Context: an optimization exercise on an open-source flow, tuned for small area and a short achievable clock period. The choices shown serve that exercise and are no tape-out recipe. Where RTL was checked, it was by simulation tests only, not by an equivalence proof against the original. Function not checked in run 1: the RTL went through the layout flow alone.

==> flow/design.v (outline; a module is shown in full before it is edited, if it fits) <==
// module IEEE754_Mult: 1032 lines
// module fa: 4 lines
module IEEE754_Mult
(
	input clock,
	input resetn,
	input [31:0] a,
	input [31:0] b,
	output [31:0] y
);
  // ...
==> flow/flow/run.sh <==
#!/bin/bash
set -euo pipefail
bash standard.sh SETUP_SLACK_MARGIN=7 TNS_END_PERCENT=1 "BUFFER_PORTS_ARGS=-buffer_cell sky130_fd_sc_hd__buf_2"  finish > standard.log 2>&1
==> flow/standard.sh <==
#!/bin/bash
# synth_recipe.tcl (not shown) runs the flow's synth.tcl, then flattens the netlist and writes it again
# the make line also repeats each setting of config.mk as NAME=value (left out here)
make -C /OpenROAD-flow-scripts/flow DESIGN_CONFIG=/design/flow/config.mk WORK_HOME=/design/flow/orfs CLKGATE_MAP_FILE= SYNTH_SCRIPT=/design/flow/synth_recipe.tcl "${@:-finish}"
==> flow/config.mk <==
export PLATFORM = sky130hd
export DESIGN_NAME = IEEE754_Mult
export DESIGN_NICKNAME = IEEE754_Mult
export VERILOG_FILES = /design/flow/design.v
export SDC_FILE = /design/flow/constraint.sdc
export NUM_CORES = 4
export LEC_CHECK = 0
export CAP_MARGIN = 20
export CORE_MARGIN = 2
export CORE_UTILIZATION = 40
export CTS_BUF_LIST = sky130_fd_sc_hd__clkbuf_4 sky130_fd_sc_hd__clkbuf_8
export SETUP_SLACK_MARGIN = 5
export SLEW_MARGIN = 20
export SYNTH_HIERARCHICAL = 1
==> flow/constraint.sdc <==
create_clock -name core_clock -period 11.0 [get_ports {clock}]
set_input_delay 2.2000 -clock core_clock [delete_from_list [all_inputs] [get_ports {clock}]]
set_output_delay 2.2000 -clock core_clock [all_outputs]
set_load 0.01 [all_outputs]
==> results.json, run 1 <==
{
  "synth_top_cells_by_area": "fa_1 (33%), xnor2_1 (16%), dfxtp_1 (14%)",
  "num-nonclk-buffers": 189,
  "placement.setup.worst_slack_ps": 5310,
  "regToRegEndpoint": "c23$_DFF_P_",
  "floorplan.die.height_um": 205,
  "grt_first_pass_wirelength_um": 79500,
  "detailed_router_iteration_count_before_antenna_repair": 5,
  "synth_top_cell_by_area": "fa_1",
  "critical_path.n_buffers_inverters": 1,
  "start_kind": "register",
  "fin_tns_setup_ps": 0,
  "path_clk_slew_ps": 120,
  "status": "timing/DRC/antenna clean",
  "dominantRegCellSynth": "dfxtp_1",
  "largest_registers": "ma (23), one (12), two (12)",
  "post_dp_cell_area_um2": 17100,
  "worstSetupPathType": "reg -> reg",
  "hold_viol_final": 0,
  "synth_top_cell_area_share": 0.326,
  "core.rowCount": 73,
  "cts.sink_count": 112,
  "layout-drive-gt1-share": 0.187,
  "synth.area.mux_share": 0.00513,
  "multi_input_area_share": 0.725,
  "gp_routability_congestion": 0.866,
  "hold_buffers": 0,
  "startpoint": "ma[18]$_DFF_P_",
  "layout.area.top_class": "multi-input gates",
  "finish.cell_count_without_fillers": 2162,
  "finClkSkew_ps": 16.0,
  "starting_utilization_of_the_core_area": 0.405,
  "maxClockFrequency_ghz": 0.197,
  "netlist_top_cells_count": "xnor2_1 (294), a22oi_1 (264), fa_1 (262)",
  "timing.final.crit_share": 0.462,
  "final_core_util": 0.461,
  "dr_wl_met2_um": 23400,
  "worst_path_dominant_cell_family": "adder cells",
  "worst_slew_pin_slew_ps": 784,
  "crit_required_ps": 11240,
  "post-dp-hpwl_um": 33300,
  "first_iter_violations": 1346
}
==> inputs of run 2 (changes only) <==
--- a/flow/design.v
+++ b/flow/design.v
@@ -1021,16 +1021,18 @@
 	wire [4:0] bi4 = bs4 + 5'd1;
 	wire r4_0 = cb4 ? bi4[0] : bs4[0];
 	wire r4_1 = cb4 ? bi4[1] : bs4[1];
 	wire r4_2 = cb4 ? bi4[2] : bs4[2];
 	wire r4_3 = cb4 ? bi4[3] : bs4[3];
 	wire r4_4 = cb4 ? bi4[4] : bs4[4];
 	wire [24:0] m2 = {r4_4, r4_3, r4_2, r4_1, r4_0, r3_4, r3_3, r3_2, r3_1, r3_0, r2_4, r2_3, r2_2, r2_1, r2_0, r1_4, r1_3, r1_2, r1_1, r1_0, r0_4, r0_3, r0_2, r0_1, r0_0};
 	wire [7:0]  e2p1 = e2 + 8'd1;
-	wire [7:0]  ey = m2[24] ? e2p1 : e2;
-	wire [22:0] my = m2[24] ? m2[23:1] : m2[22:0];
-	assign y = z2 ? 32'h00000000 : {s2, ey, my};
+	wire        sh = m2[24] & ~z2;
+	wire        nsh = ~m2[24] & ~z2;
+	wire [7:0]  ey = ({8{sh}} & e2p1) | ({8{nsh}} & e2);
+	wire [22:0] my = ({23{sh}} & m2[23:1]) | ({23{nsh}} & m2[22:0]);
+	assign y = {s2 & ~z2, ey, my};
 endmodule
 module fa (input a, input b, input c, output s, output co);
 	assign s = a ^ b ^ c;
 	assign co = (a & b) | (a & c) | (b & c);
 endmodule
==> flow/config.mk (replaced) <==
export PLATFORM = sky130hd
export DESIGN_NAME = IEEE754_Mult
export DESIGN_NICKNAME = IEEE754_Mult
export VERILOG_FILES = /design/flow/design.v
export SDC_FILE = /design/flow/constraint.sdc
export NUM_CORES = 4
export LEC_CHECK = 0
export CAP_MARGIN = 20
export CORE_MARGIN = 2
export CORE_UTILIZATION = 40
export SETUP_SLACK_MARGIN = 5
export SLEW_MARGIN = 20
export SYNTH_HIERARCHICAL = 1
==> run 2 against run 1 <==
Compared with the run above: design area fell by 1.5%; first-iteration DRC count rose by 4.6%; highest routed layer unchanged; wire length fell by 2.6%; still clean; utilization fell by 0.90 points; via count fell by 0.32%; sequential share of layout area fell by 0.084 points; die area rose by 0.88%; worst hold slack improved by 0.73 ps.
==> results.json, run 2 <==
{
  "status": "timing/DRC/antenna clean",
  "hold-worst-slack_ps": 330,
  "first_global_vias": 13400,
  "average_detailed_routed_wire_length_per_instance_um": 23.2,
  "synth.lib_cells_used.distinct": 53,
  "timing.final.crit_share": 0.420,
  "synthesis.area_per_instance_um2": 10.1,
  "main_combinational_cell_family_by_area_after_synthesis": "adder cells",
  "ant_nets": 0,
  "dominantRegCellSynth": "dfxtp_1",
  "crit_path_max_fanout": 6,
  "synth_top_cells_by_area": "fa_1 (32%), xnor2_1 (16%), dfxtp_1 (14%)",
  "crit_path_top_delay_cell": "dfxtp_4",
  "path_clk_slew_ps": 100,
  "io_pins": 98,
  "maxClockFrequency_ghz": 0.216,
  "worst_slew_pin_slew_ps": 601,
  "globalRouteTotalUtil": 0.241,
  "cts-buffers-inserted": 9,
  "number_of_endpoints_failing_setup_at_the_final_stage": 0,
  "grt_overflow": 0,
  "via_per_inst": 5.95,
  "port_buffers": 97,
  "root_buffer": "clkbuf_16",
  "cts.sink_count": 112,
  "hold_viol_final": 0,
  "yosys_warnings": 7,
  "netlist_instances": 1609,
  "final_common_cell": "xnor2_1",
  "critPathMaxStageDelay_ps": 400,
  "seq_area_frac_synth": 0.138,
  "grt_start_max_net_pins": 38,
  "crit_required_ps": 8800,
  "remaining_routing_drc_violations": 0,
  "design.die.area_um2": 42200,
  "simple_gate_share_of_the_synthesized_area": 0.0624,
  "layout.cells.most_common_list": "xnor2_1 (301), fa_1 (251), a22oi_1 (241)",
  "x_dimension_of_the_die_um": 205,
  "worst_slew_margin_rel": 0.599,
  "clk-insertion-delay-late_ps": 380,
  "core.rowCount": 73,
  "compound_cell_area_share_of_the_yosys_netlist": 0.172,
  "critical_path.n_buffers_inverters": 2,
  "detailed_router_iteration_count_before_antenna_repair": 6,
  "top_register": "ma",
  "gp_routability_congestion": 0.879,
  "cts_buffer_depth": 2,
  "rsz0062_at_grt": "yes",
  "largest_reg_flops": 23,
  "num-fill-cells": 3806,
  "final_worst_path_period_need_ps": 4620,
  "timing.max_cap.violations": 0,
  "fin_area_um2": 18000,
  "core_area_um2": 39900,
  "crit_path_cell_trace": "a211oi_4 -> nor4_4 -> buf_12 -> a211o_4 -> or3_1 -> a21oi_2 -> buf_2",
  "deepest_level_of_the_cts_h_tree": 3,
  "final_net_count": 2051,
  "syn-cell-area_um2": 16200,
  "slew_violations": 0,
  "number_of_flip_flops_and_latches_in_the_synthesized_netlist": 112,
  "start_kind": "register",
  "worstSetupPathType": "reg -> out",
  "area.growth.synth_to_final_pct": 11.1,
  "first_iter_violations": 1408,
  "synth_top_cell_area_share": 0.323,
  "synth.area.mux_share": 0.00462,
  "floorplan.die.height_um": 205,
  "finClkSkew_ps": 23.7,
  "largest_registers": "ma (23), one (12), two (12)",
  "synth_top_cell_by_area": "fa_1",
  "cts_tree": "done",
  "antenna_cells_inserted": 0,
  "synth-adder-area-share": 0.395,
  "fin_tns_setup_ps": 0,
  "worst_path_dominant_cell_family": "compound AO/OA/AOI/OAI gates",
  "route.vias.total": 12800,
  "antenna_violations_before_repair": 0,
  "netlist_top_cells_count": "xnor2_1 (301), a22oi_1 (263), fa_1 (262)",
  "synth_edf_count": 0,
  "layout-drive-gt1-share": 0.159,
  "starting_utilization_of_the_core_area": 0.407,
  "arrival_ps": 2420,
  "synth_most_common_cell": "xnor2_1",
  "post_dp_cell_area_um2": 17400,
  "synthesized_area_fraction_occupied_by_xor_and_xnor_cells": 0.174,
  "hp-class": "reg -> reg",
  "async_flop_share": 0,
  "post-dp-hpwl_um": 33600,
  "grt_first_pass_wirelength_um": 77900,
  "critPathCaptureType": "primary output",
  "wl_um": 50000
}
## run 2: cell count changes in the layout (fill, tap and decap cells not counted), sizes merged, moves of 5 or more
cell / change
nor2: +21
buf: -23
and3b: -5
nor3: +15
xnor2: +7
xor2: -7
nand2: -15
## run 2: Yosys stat by module, one instance, submodules excluded
module	cells inside	cell area, um^2
IEEE754_Mult	1353	11100
fa	1	20.0
## run 2: cells by family (layout without fill, tap and decap cells)
group,after synthesis,count (layout)
DFF,112,112
and+or+nand+nor,192,192
buffers and inverters,227,250
xor gates and xnor gates,323,323
muxes,7,7
adders and majority gates,356,356
AOI/OAI and AO/OA,392,394
## run 2: per-stage QoR
stage	worst slack, ps	utilization	instances
3_3_place_gp	6000	0.436	2132
6_report	6380	0.452	2159
2_1_floorplan	6830	-	1609
3_5_place_dp	5930	0.436	2132
5_1_grt	6300	0.452	2159
4_1_cts	6320	0.448	2157
## run 2: layer usage
layer  share of wire  GRT usage  up-vias
li1                -          -     5594
met1            0.44      0.341     6539
met2            0.46      0.380      640
met3           0.084     0.0426       73
met4           0.021     0.0678        0
met5               0          0        -
## run 2: worst paths after layout
path,start,endpoint,cells past startpoint,slack [ps]
hold / removal,e1[0]$_DFF_P_,e2[0]$_DFF_P_,0,330
setup reg to reg,ma[18]$_DFF_P_,c23$_DFF_P_,14,6420
hold reg to reg,e1[0]$_DFF_P_,e2[0]$_DFF_P_,0,330
setup / recovery,c23$_DFF_P_,y[25],7,6380
## run 2: timing repair
action / CTS / global route
resized for setup: 31 / 31
gates cloned: 2 / 0
hold buffers: 0 / 0
endpoints found under the setup margin: 59 / 57
setup buffers: 7 / 2
pin swaps: 9 / 9
hold endpoints to repair: 0 / 0
## run 2: final cells by class
class                   count  area [um^2]  area share
inverters                  74          278      0.0154
clock inverters             6         60.1     0.00333
clock buffers              10          239      0.0132
flip-flops and latches    112         2280       0.127
repair buffers            160         1040      0.0577
multi-input cells        1272        13500       0.747
well taps                 525          657      0.0364
==> inputs of run 3 (changes only) <==
--- a/flow/config.mk
+++ b/flow/config.mk
@@ -9,4 +9,5 @@
 export CORE_MARGIN = 2
 export CORE_UTILIZATION = 40
+export CTS_BUF_LIST = sky130_fd_sc_hd__clkbuf_8 sky130_fd_sc_hd__clkbuf_16
 export SETUP_SLACK_MARGIN = 5
 export SLEW_MARGIN = 20
==> run 3 against run 2 <==
Compared with the run above: utilization did not move; still clean; final cell count did not move; die area did not move; via count did not move; synthesized area did not move.
==> results.json, run 3 <==
{
  "seq_area_frac_synth": 0.138,
  "grt.met3_usage": 0.0426,
  "worst_slew_margin_rel": 0.599,
  "synth_most_common_cell": "xnor2_1",
  "hp-class": "reg -> reg",
  "synth_edf_count": 0,
  "synth_top_cells_by_area": "fa_1 (32%), xnor2_1 (16%), dfxtp_1 (14%)",
  "synth.lib_cells_used.distinct": 53,
  "layout-drive-gt1-share": 0.159,
  "crit_path_cell_trace": "a211oi_4 -> nor4_4 -> buf_12 -> a211o_4 -> or3_1 -> a21oi_2 -> buf_2",
  "hold-worst-slack_ps": 330,
  "yosys_warnings": 7,
  "netlist_instances": 1609,
  "cts_tree": "done",
  "worst_slew_pin_slew_ps": 601,
  "design.die.area_um2": 42200,
  "syn-cell-area_um2": 16200,
  "dominantRegCellSynth": "dfxtp_1",
  "min_path_cells": 0,
  "async_flop_share": 0,
  "critical_path.n_buffers_inverters": 2,
  "hold_buffers": 0,
  "status": "timing/DRC/antenna clean",
  "worst_path_dominant_cell_family": "compound AO/OA/AOI/OAI gates",
  "first_global_vias": 13400,
  "detailed_router_iteration_count_before_antenna_repair": 6,
  "number_of_flip_flops_and_latches_in_the_synthesized_netlist": 112,
  "synth_top_cell_by_area": "fa_1",
  "remaining_routing_drc_violations": 0,
  "path_clk_slew_ps": 100,
  "ant_nets": 0,
  "timing.final.crit_share": 0.420,
  "core_area_um2": 39900,
  "grt_start_max_net_pins": 38,
  "largest_registers": "ma (23), one (12), two (12)",
  "crit_path_max_fanout": 6,
  "final_net_count": 2051,
  "cts_buffer_depth": 2,
  "route.vias.total": 12800,
  "num-fill-cells": 3806,
  "grt_util_met1": 0.341,
  "area.growth.synth_to_final_pct": 11.1,
  "number_of_endpoints_failing_setup_at_the_final_stage": 0,
  "timing.max_cap.violations": 0,
  "final_common_cell": "xnor2_1",
  "worstSetupPathType": "reg -> out",
  "arrival_ps": 2420,
  "starting_utilization_of_the_core_area": 0.407,
  "root_buffer": "clkbuf_16",
  "crit_required_ps": 8800,
  "fin_area_um2": 18000,
  "cts-buffers-inserted": 9,
  "crit_path_top_delay_cell": "dfxtp_4",
  "maxClockFrequency_ghz": 0.216,
  "x_dimension_of_the_die_um": 205,
  "largest_reg_flops": 23,
  "core.rowCount": 73,
  "netlist_top_cells_count": "xnor2_1 (301), a22oi_1 (263), fa_1 (262)",
  "finClkSkew_ps": 23.7,
  "grt_overflow": 0,
  "io_pins": 98,
  "critPathCaptureType": "primary output",
  "clk-insertion-delay-late_ps": 380,
  "globalRouteTotalUtil": 0.241,
  "global_routing_s_busiest_layer": "met2",
  "start_kind": "register",
  "layout.cells.most_common_list": "xnor2_1 (301), fa_1 (251), a22oi_1 (241)",
  "grt_first_pass_wirelength_um": 77900,
  "port_buffers": 97,
  "cts.sink_count": 112,
  "regArea_um2": 2280,
  "final_worst_path_period_need_ps": 4620,
  "top_register": "ma",
  "via_per_inst": 5.95,
  "first_iter_violations": 1408,
  "hold_viol_final": 0,
  "synth_top_cell_area_share": 0.323,
  "post_dp_cell_area_um2": 17400,
  "synthesis.area_per_instance_um2": 10.1,
  "multiInputGateArea_um2": 13500,
  "use_met2": 0.380,
  "gp_routability_congestion": 0.879,
  "worstRegToRegCells": 14,
  "slew_violations": 0,
  "antenna_cells_inserted": 0,
  "floorplan.die.height_um": 205,
  "deepest_level_of_the_cts_h_tree": 3,
  "rsz0062_at_grt": "yes",
  "worstSetupPathDepth": 7,
  "critPathMaxStageDelay_ps": 400,
  "wl_um": 50000,
  "fin_tns_setup_ps": 0,
  "average_detailed_routed_wire_length_per_instance_um": 23.2,
  "antenna_violations_before_repair": 0,
  "post-dp-hpwl_um": 33600
}
## run 3: cell counts after synthesis
No cell type changed its count.
## run 3: modules after synthesis (local to each module, per instance)
module / flops+latches / times used / area [um^2]
IEEE754_Mult: 112 / 1 / 11100
fa: 0 / 256 / 20.0
## run 3: path summary, 6_finish.rpt
| check | startpoint | end | slack, ps |
|---|---|---|---|
| setup reg to reg | ma[18]$_DFF_P_ | c23$_DFF_P_ | 6420 |
| hold reg to reg | e1[0]$_DFF_P_ | e2[0]$_DFF_P_ | 330 |
| hold / removal | e1[0]$_DFF_P_ | e2[0]$_DFF_P_ | 330 |
| setup / recovery | c23$_DFF_P_ | y[25] | 6380 |
## run 3: kinds of logic after synthesis
group,after synthesis,share of synthesized area
xor gates and xnor gates,323,0.174
buffers and inverters,227,0.0538
muxes,7,0.00462
adders and majority gates,356,0.395
DFF,112,0.138
and+or+nand+nor,192,0.0624
AOI/OAI and AO/OA,392,0.172
## run 3: stage by stage
step | std cells | utilization | setup WS [ps]
6_report | 2159 | 0.452 | 6380
5_1_grt | 2159 | 0.452 | 6300
4_1_cts | 2157 | 0.448 | 6320
3_5_place_dp | 2132 | 0.436 | 5930
3_3_place_gp | 2132 | 0.436 | 6000
2_1_floorplan | 1609 | - | 6830
## run 3: area by class of cell
type	instances	area share
well taps	525	0.0364
clock inverters	6	0.00333
clock buffers	10	0.0132
inverters	74	0.0154
repair buffers	160	0.0577
multi-input cells	1272	0.747
flip-flops and latches	112	0.127
## run 3: worst reg2reg max path, stage by stage, from the launching register on
cell	delay [ps]
dfxtp_1	310
buf_4	340
a22oi_1	180
xnor2_1	180
fa_1	600
fa_1	460
fa_2	360
fa_1	500
fa_1	420
ha_1	300
a21o_1	180
a221oi_1	270
o21ai_1	100
a21oi_1	140
o21ai_0	120
## run 3: repair_timing
item / 4_1_cts / 5_1_grt
cloned: 2 / 0
setup buffers: 7 / 2
resized for setup: 31 / 31
endpoints found under the setup margin: 59 / 57
pin swaps: 9 / 9
## run 3: metal layers
metal	part of all wire	wire [um]
met5	0	0
met1	0.44	21800
met4	0.021	1060
met3	0.084	4180
met2	0.46	23000
==> inputs of run 4 (changes only) <==
==> flow/flow/run.sh (replaced) <==
#!/bin/bash
set -euo pipefail
bash standard.sh SETUP_SLACK_MARGIN=7 TNS_END_PERCENT=5 "BUFFER_PORTS_ARGS=-buffer_cell sky130_fd_sc_hd__buf_2"  finish > standard.log 2>&1
==> run 4 against run 3 <==
Compared with the run above: clock skew decreased by 12 ps; maximum frequency decreased by 2.4%; design area increased by 0.30%; synthesized area unchanged; critical path type unchanged; critical endpoint is now y[26].
==> results.json, run 4 <==
{
  "worstRegToRegCells": 14,
  "floorplan.die.height_um": 205,
  "final_common_cell": "xnor2_1",
  "worstSetupPathType": "reg -> out",
  "critical_path.n_buffers_inverters": 1,
  "reg2reg_slack_ps": 6400,
  "antenna_cells_inserted": 0,
  "worst_path_dominant_cell_family": "simple AND/OR/NAND/NOR gates",
  "netlist_top_cells_count": "xnor2_1 (301), a22oi_1 (263), fa_1 (262)",
  "dominantRegCellSynth": "dfxtp_1",
  "syn-cell-area_um2": 16200,
  "num-fill-cells": 3767,
  "crit_path_cell_trace": "ha_4 -> nand4_1 -> or3_4 -> a211o_4 -> or3_1 -> a21oi_1 -> buf_2",
  "synth_edf_count": 0,
  "start_kind": "register",
  "core_area_um2": 39900,
  "synthesis.area_per_instance_um2": 10.1,
  "hp-class": "reg -> reg",
  "placement.setup.worst_slack_ps": 5830,
  "average_detailed_routed_wire_length_per_instance_um": 23.6,
  "synth_most_common_cell": "xnor2_1",
  "cts.sink_count": 112,
  "largest_registers": "ma (23), one (12), two (12)",
  "route.vias.total": 13000,
  "number_of_endpoints_failing_setup_at_the_final_stage": 0,
  "area.growth.synth_to_final_pct": 11.4,
  "regToRegEndpoint": "c23$_DFF_P_",
  "seq_area_frac_synth": 0.138,
  "critPathMaxStageDelay_ps": 440,
  "top_register": "ma",
  "synth.lib_cells_used.distinct": 53,
  "antenna_violations_before_repair": 0,
  "first_iter_violations": 1258,
  "final_worst_path_period_need_ps": 4730,
  "x_dimension_of_the_die_um": 205,
  "synth_top_cells_by_area": "fa_1 (32%), xnor2_1 (16%), dfxtp_1 (14%)",
  "crit_path_max_fanout": 6,
  "layout.cells.most_common_list": "xnor2_1 (301), fa_1 (251), a22oi_1 (240)",
  "fin_tns_setup_ps": 0,
  "r2r_start": "one[3]$_DFF_P_",
  "first_global_vias": 13500,
  "wl_um": 51100,
  "cts_buffer_depth": 2,
  "final_critical_path_setup_slack_ps": 6270,
  "via_per_inst": 5.98,
  "timing.max_cap.violations": 0,
  "critPathCaptureType": "primary output",
  "crit_path_top_delay_cell": "or3_4",
  "deepest_level_of_the_cts_h_tree": 3,
  "number_of_flip_flops_and_latches_in_the_synthesized_netlist": 112,
  "grt_start_max_net_pins": 38,
  "worstSetupPathDepth": 7,
  "hold_viol_final": 0,
  "clk-insertion-delay-late_ps": 370,
  "crit_required_ps": 8800,
  "rsz0062_at_grt": "yes",
  "netlist_instances": 1609,
  "ant_nets": 0,
  "core.rowCount": 73,
  "arrival_ps": 2530,
  "grt_first_pass_wirelength_um": 78700,
  "timing.final.crit_share": 0.430,
  "synth_top_cell_by_area": "fa_1",
  "io_pins": 98,
  "hold_buffers": 0,
  "port_buffers": 97,
  "grt_overflow": 0,
  "remaining_routing_drc_violations": 0,
  "yosys_warnings": 7,
  "async_flop_share": 0,
  "detailed_router_iteration_count_before_antenna_repair": 6,
  "post-dp-hpwl_um": 34100,
  "worst_slew_margin_rel": 0.582,
  "layout-drive-gt1-share": 0.159,
  "maxClockFrequency_ghz": 0.211,
  "worst_slew_pin_slew_ps": 622,
  "finClkSkew_ps": 12.1,
  "largest_reg_flops": 23,
  "starting_utilization_of_the_core_area": 0.407,
  "cts_tree": "done",
  "root_buffer": "clkbuf_16",
  "final_core_util": 0.453,
  "synth_top_cell_area_share": 0.323,
  "globalRouteTotalUtil": 0.246,
  "cts-buffers-inserted": 9,
  "design.die.area_um2": 42200,
  "gp_routability_congestion": 0.894,
  "status": "timing/DRC/antenna clean",
  "slew_violations": 0,
  "path_clk_slew_ps": 80,
  "startpoint": "bs4[1]$_DFF_P_",
  "crit_end": "y[26]",
  "final_net_count": 2057
}
[run 4: cell types whose count changed in the layout (fill, tap and decap cells not counted), sizes merged]
cell	previous run	this run
clkinvlp	2	1
clkinv	2	3
buf	160	165
bufinv	0	1
[run 4: modules after synthesis (local to each module, per instance)]
module	flops+latches	area, um^2	times used
IEEE754_Mult	112	11100	1
fa	0	20.0	256
[run 4: kinds of logic after synthesis]
logic type / share of synthesized area
AO/OA/AOI/OAI: 0.172
adder cells (fa/ha/maj): 0.395
XOR/XNOR: 0.174
buffers and inverters: 0.0538
AND/OR/NAND/NOR: 0.0624
flip-flops: 0.138
multiplexers: 0.00462
[run 4: what timing repair did]
action / in CTS / in global routing
resized for setup: 30 / 20
buffers inserted: 9 / 5
setup endpoints to repair: 59 / 56
gates cloned: 2 / 1
pin swaps: 9 / 3
[run 4: through the flow]
stage                     std cells  hold slack [ps]  cell area [um^2]
after floorplan                1609              310             16800
after global placement         2132              310             17400
after detailed placement       2132              312             17400
after CTS                      2159              331             17900
after global routing           2165              339             18100
final                          2165              330             18100
[run 4: worst min path at each step]
stage                        startpoint       endpoint  slack [ps]  cells after the start
after floorplan           e1[0]$_DFF_P_  e2[0]$_DFF_P_         310                      0
after global placement    e1[7]$_DFF_P_  e2[7]$_DFF_P_         310                      0
after detailed placement  e1[0]$_DFF_P_  e2[0]$_DFF_P_         310                      0
after CTS                 e1[0]$_DFF_P_  e2[0]$_DFF_P_         330                      0
after global routing      e1[3]$_DFF_P_  e2[3]$_DFF_P_         340                      0
final                     e1[0]$_DFF_P_  e2[0]$_DFF_P_         330                      0
[run 4: layer usage]
| metal | global-route usage | up-vias | wire (um) |
|---|---|---|---|
| li1 | - | 5608 | - |
| met1 | 0.339 | 6557 | 22200 |
| met2 | 0.373 | 702 | 22800 |
| met3 | 0.0759 | 85 | 5190 |
| met4 | 0.0650 | 0 | 933 |
| met5 | 0 | - | 0 |
[run 4: final cells by class]
class | instances | area (um^2) | area share
clock buffers | 9 | 225 | 0.0124
clock inverters | 7 | 98.8 | 0.00546
inverters | 74 | 278 | 0.0153
multi-input cells | 1272 | 13500 | 0.744
flip-flops and latches | 112 | 2280 | 0.126
well taps | 525 | 657 | 0.0363
repair buffers | 166 | 1100 | 0.0606
==> inputs of run 5 (changes only) <==
==> flow/flow/run.sh (replaced) <==
#!/bin/bash
set -euo pipefail
bash standard.sh SETUP_SLACK_MARGIN=7 TNS_END_PERCENT=1 REMOVE_ABC_BUFFERS=1 "BUFFER_PORTS_ARGS=-buffer_cell sky130_fd_sc_hd__buf_2"  finish > standard.log 2>&1
==> run 5 against run 4 <==
Compared with the run above: worst hold slack worse by 1.6 ps; register-to-register slack hardly changed; critical path type unchanged; highest routed layer unchanged.
==> results.json, run 5 <==
{
  "area.growth.synth_to_final_pct": 11.2,
  "path_clk_slew_ps": 100,
  "num-fill-cells": 3717,
  "antenna_violations_before_repair": 0,
  "netlist_top_cells_count": "xnor2_1 (301), a22oi_1 (263), fa_1 (262)",
  "globalRouteTotalUtil": 0.245,
  "start_kind": "register",
  "dominantRegCellSynth": "dfxtp_1",
  "synth_top_cell_area_share": 0.323,
  "core_area_um2": 39900,
  "final_worst_path_period_need_ps": 4740,
  "largest_reg_flops": 23,
  "syn-cell-area_um2": 16200,
  "via_per_inst": 5.99,
  "route.vias.total": 13100,
  "synth_edf_count": 0,
  "final_common_cell": "xnor2_1",
  "grt_start_max_net_pins": 38,
  "status": "timing/DRC/antenna clean",
  "root_buffer": "clkbuf_16",
  "seq_area_frac_synth": 0.138,
  "synth_top_cells_by_area": "fa_1 (32%), xnor2_1 (16%), dfxtp_1 (14%)",
  "gp_routability_congestion": 0.860,
  "deepest_level_of_the_cts_h_tree": 3,
  "timing.final.crit_share": 0.431,
  "average_detailed_routed_wire_length_per_instance_um": 23.1,
  "number_of_flip_flops_and_latches_in_the_synthesized_netlist": 112,
  "crit_required_ps": 8800,
  "synth_most_common_cell": "xnor2_1",
  "maxClockFrequency_ghz": 0.211,
  "synth.lib_cells_used.distinct": 53,
  "remaining_routing_drc_violations": 0,
  "worst_slew_pin_slew_ps": 601,
  "timing.max_cap.violations": 0,
  "starting_utilization_of_the_core_area": 0.407,
  "synthesis.area_per_instance_um2": 10.1,
  "grt_first_pass_wirelength_um": 79100,
  "wl_um": 50400,
  "number_of_endpoints_failing_setup_at_the_final_stage": 0,
  "hp-class": "reg -> reg",
  "antenna_cells_inserted": 0,
  "rsz0062_at_grt": "yes",
  "x_dimension_of_the_die_um": 205,
  "final_net_count": 2074,
  "synth_top_cell_by_area": "fa_1",
  "netlist_instances": 1609,
  "first_iter_violations": 1005,
  "core.rowCount": 73,
  "worst_slew_margin_rel": 0.596,
  "io_pins": 98,
  "design.die.area_um2": 42200,
  "grt_overflow": 0,
  "async_flop_share": 0,
  "cts-buffers-inserted": 9,
  "dpl.cell_count": 2136,
  "cts_buffer_depth": 2,
  "floorplan.die.height_um": 205,
  "yosys_warnings": 7,
  "port_buffers": 97,
  "detailed_router_iteration_count_before_antenna_repair": 5,
  "worstSetupPathType": "reg -> out",
  "layout.cells.most_common_list": "xnor2_1 (301), a22oi_1 (263), fa_1 (262)",
  "slew_violations": 0,
  "cts_tree": "done",
  "finClkSkew_ps": 26.7,
  "cts.sink_count": 112,
  "largest_registers": "ma (23), one (12), two (12)",
  "critPathCaptureType": "primary output",
  "first_global_vias": 13800,
  "arrival_ps": 2540,
  "fin_tns_setup_ps": 0,
  "crit_path_max_fanout": 6,
  "finish.cell_count_without_fillers": 2182,
  "hold_buffers": 0,
  "clk-insertion-delay-late_ps": 380,
  "ant_nets": 0,
  "layout-drive-gt1-share": 0.141,
  "post-dp-hpwl_um": 32900,
  "hold_viol_final": 0,
  "top_register": "ma"
}
==> run 5: cell counts after synthesis <==
No cell type changed its count.
==> run 5: per-module statistics from Yosys, one instance, submodules excluded <==
module,area [um^2],flip-flops and latches,copies in the design
fa,20.0,0,256
IEEE754_Mult,11100,112,1
==> run 5: routing by layer <==
| layer | vias to the layer above | track usage | part of all wire |
|---|---|---|---|
| li1 | 5643 | - | - |
| met1 | 6549 | 0.338 | 0.42 |
| met2 | 755 | 0.372 | 0.45 |
| met3 | 120 | 0.0545 | 0.099 |
| met4 | 0 | 0.0966 | 0.031 |
| met5 | - | 0 | 0 |
==> run 5: area by class of cell <==
type	instances	area (um^2)	share of cell area
well taps	525	657	0.0364
inverters	74	278	0.0154
repair buffers	181	1200	0.0666
clock buffers	9	225	0.0125
multi-input cells	1274	13300	0.738
flip-flops and latches	112	2260	0.125
clock inverters	7	108	0.00596
==> run 5: through the flow <==
step	instance area, um^2	util	setup WS [ps]	hold slack [ps]
after floorplan	15600	-	6290	310
after global routing	18100	0.452	6190	337
after CTS	17900	0.448	6270	330
final	18100	0.452	6260	328
after detailed placement	17200	0.432	5750	312
after global placement	17200	0.432	5850	311
==> run 5: final timing paths <==
kind / startpoint / to / slack [ps] / cells after the start
worst max-delay path: c23$_DFF_P_ / y[28] / 6260 / 8
worst min-delay path: e1[1]$_DFF_P_ / e2[1]$_DFF_P_ / 330 / 0
worst max register to register: ma[20]$_DFF_P_ / c23$_DFF_P_ / 6410 / 14
worst min register to register: e1[1]$_DFF_P_ / e2[1]$_DFF_P_ / 330 / 0
==> run 5: kinds of logic after synthesis <==
family	Yosys count	share of synthesized area
flops	112	0.138
compound gates	392	0.172
mux	7	0.00462
fa+ha+maj	356	0.395
simple gates	192	0.0624
buf+inv	227	0.0538
xor+xnor	323	0.174
==> run 5: critical path, stage by stage (launching register included) <==
cell and delay [ps]:
dfxtp_4 390, a211oi_4 360, nor4_4 100, buf_4 160, buf_4 130, a211o_4 340, nor3_4 210, mux2_4 320
buf_2 140
==> run 5: timing repair <==
action | 4_1_cts | 5_1_grt
gates cloned | 3 | 1
setup buffers | 17 | 9
gates resized for setup | 31 | 20
pin swaps | 10 | 11
setup endpoints to repair | 59 | 58

## afterwards: timing with drivers on the ports
In the flow no input, the clock included, has a driving cell. The finished layouts below were timed again as built, in two steps. Step 1, drivers: a clkbuf_16 drives clock and a buf_2 each remaining input, both assumed. Step 2, shift: input delay + t, output delay - t, t = (earliest + latest rising clock arrival at the registers) / 2. This alone moves slack from input paths to output paths. a / b / c = ideal / step 1 / step 2; a / b = the first two.
| run | t (ns) | setup slack, ns | slew at the worst register clock pin (ns) |
|---|---|---|---|
| run 1 | 0.452 | 5.914 / 5.914 / 5.914 | 0.12 / 0.12 |
| run 2 | 0.413 | 6.378 / 6.331 / 6.419 | 0.10 / 0.10 |
| run 3 | 0.413 | 6.378 / 6.331 / 6.419 | 0.10 / 0.10 |
| run 4 | 0.405 | 6.266 / 6.221 / 6.399 | 0.08 / 0.08 |
| run 5 | 0.414 | 6.258 / 6.213 / 6.411 | 0.10 / 0.10 |
After both steps setup and hold are still met in every run listed.
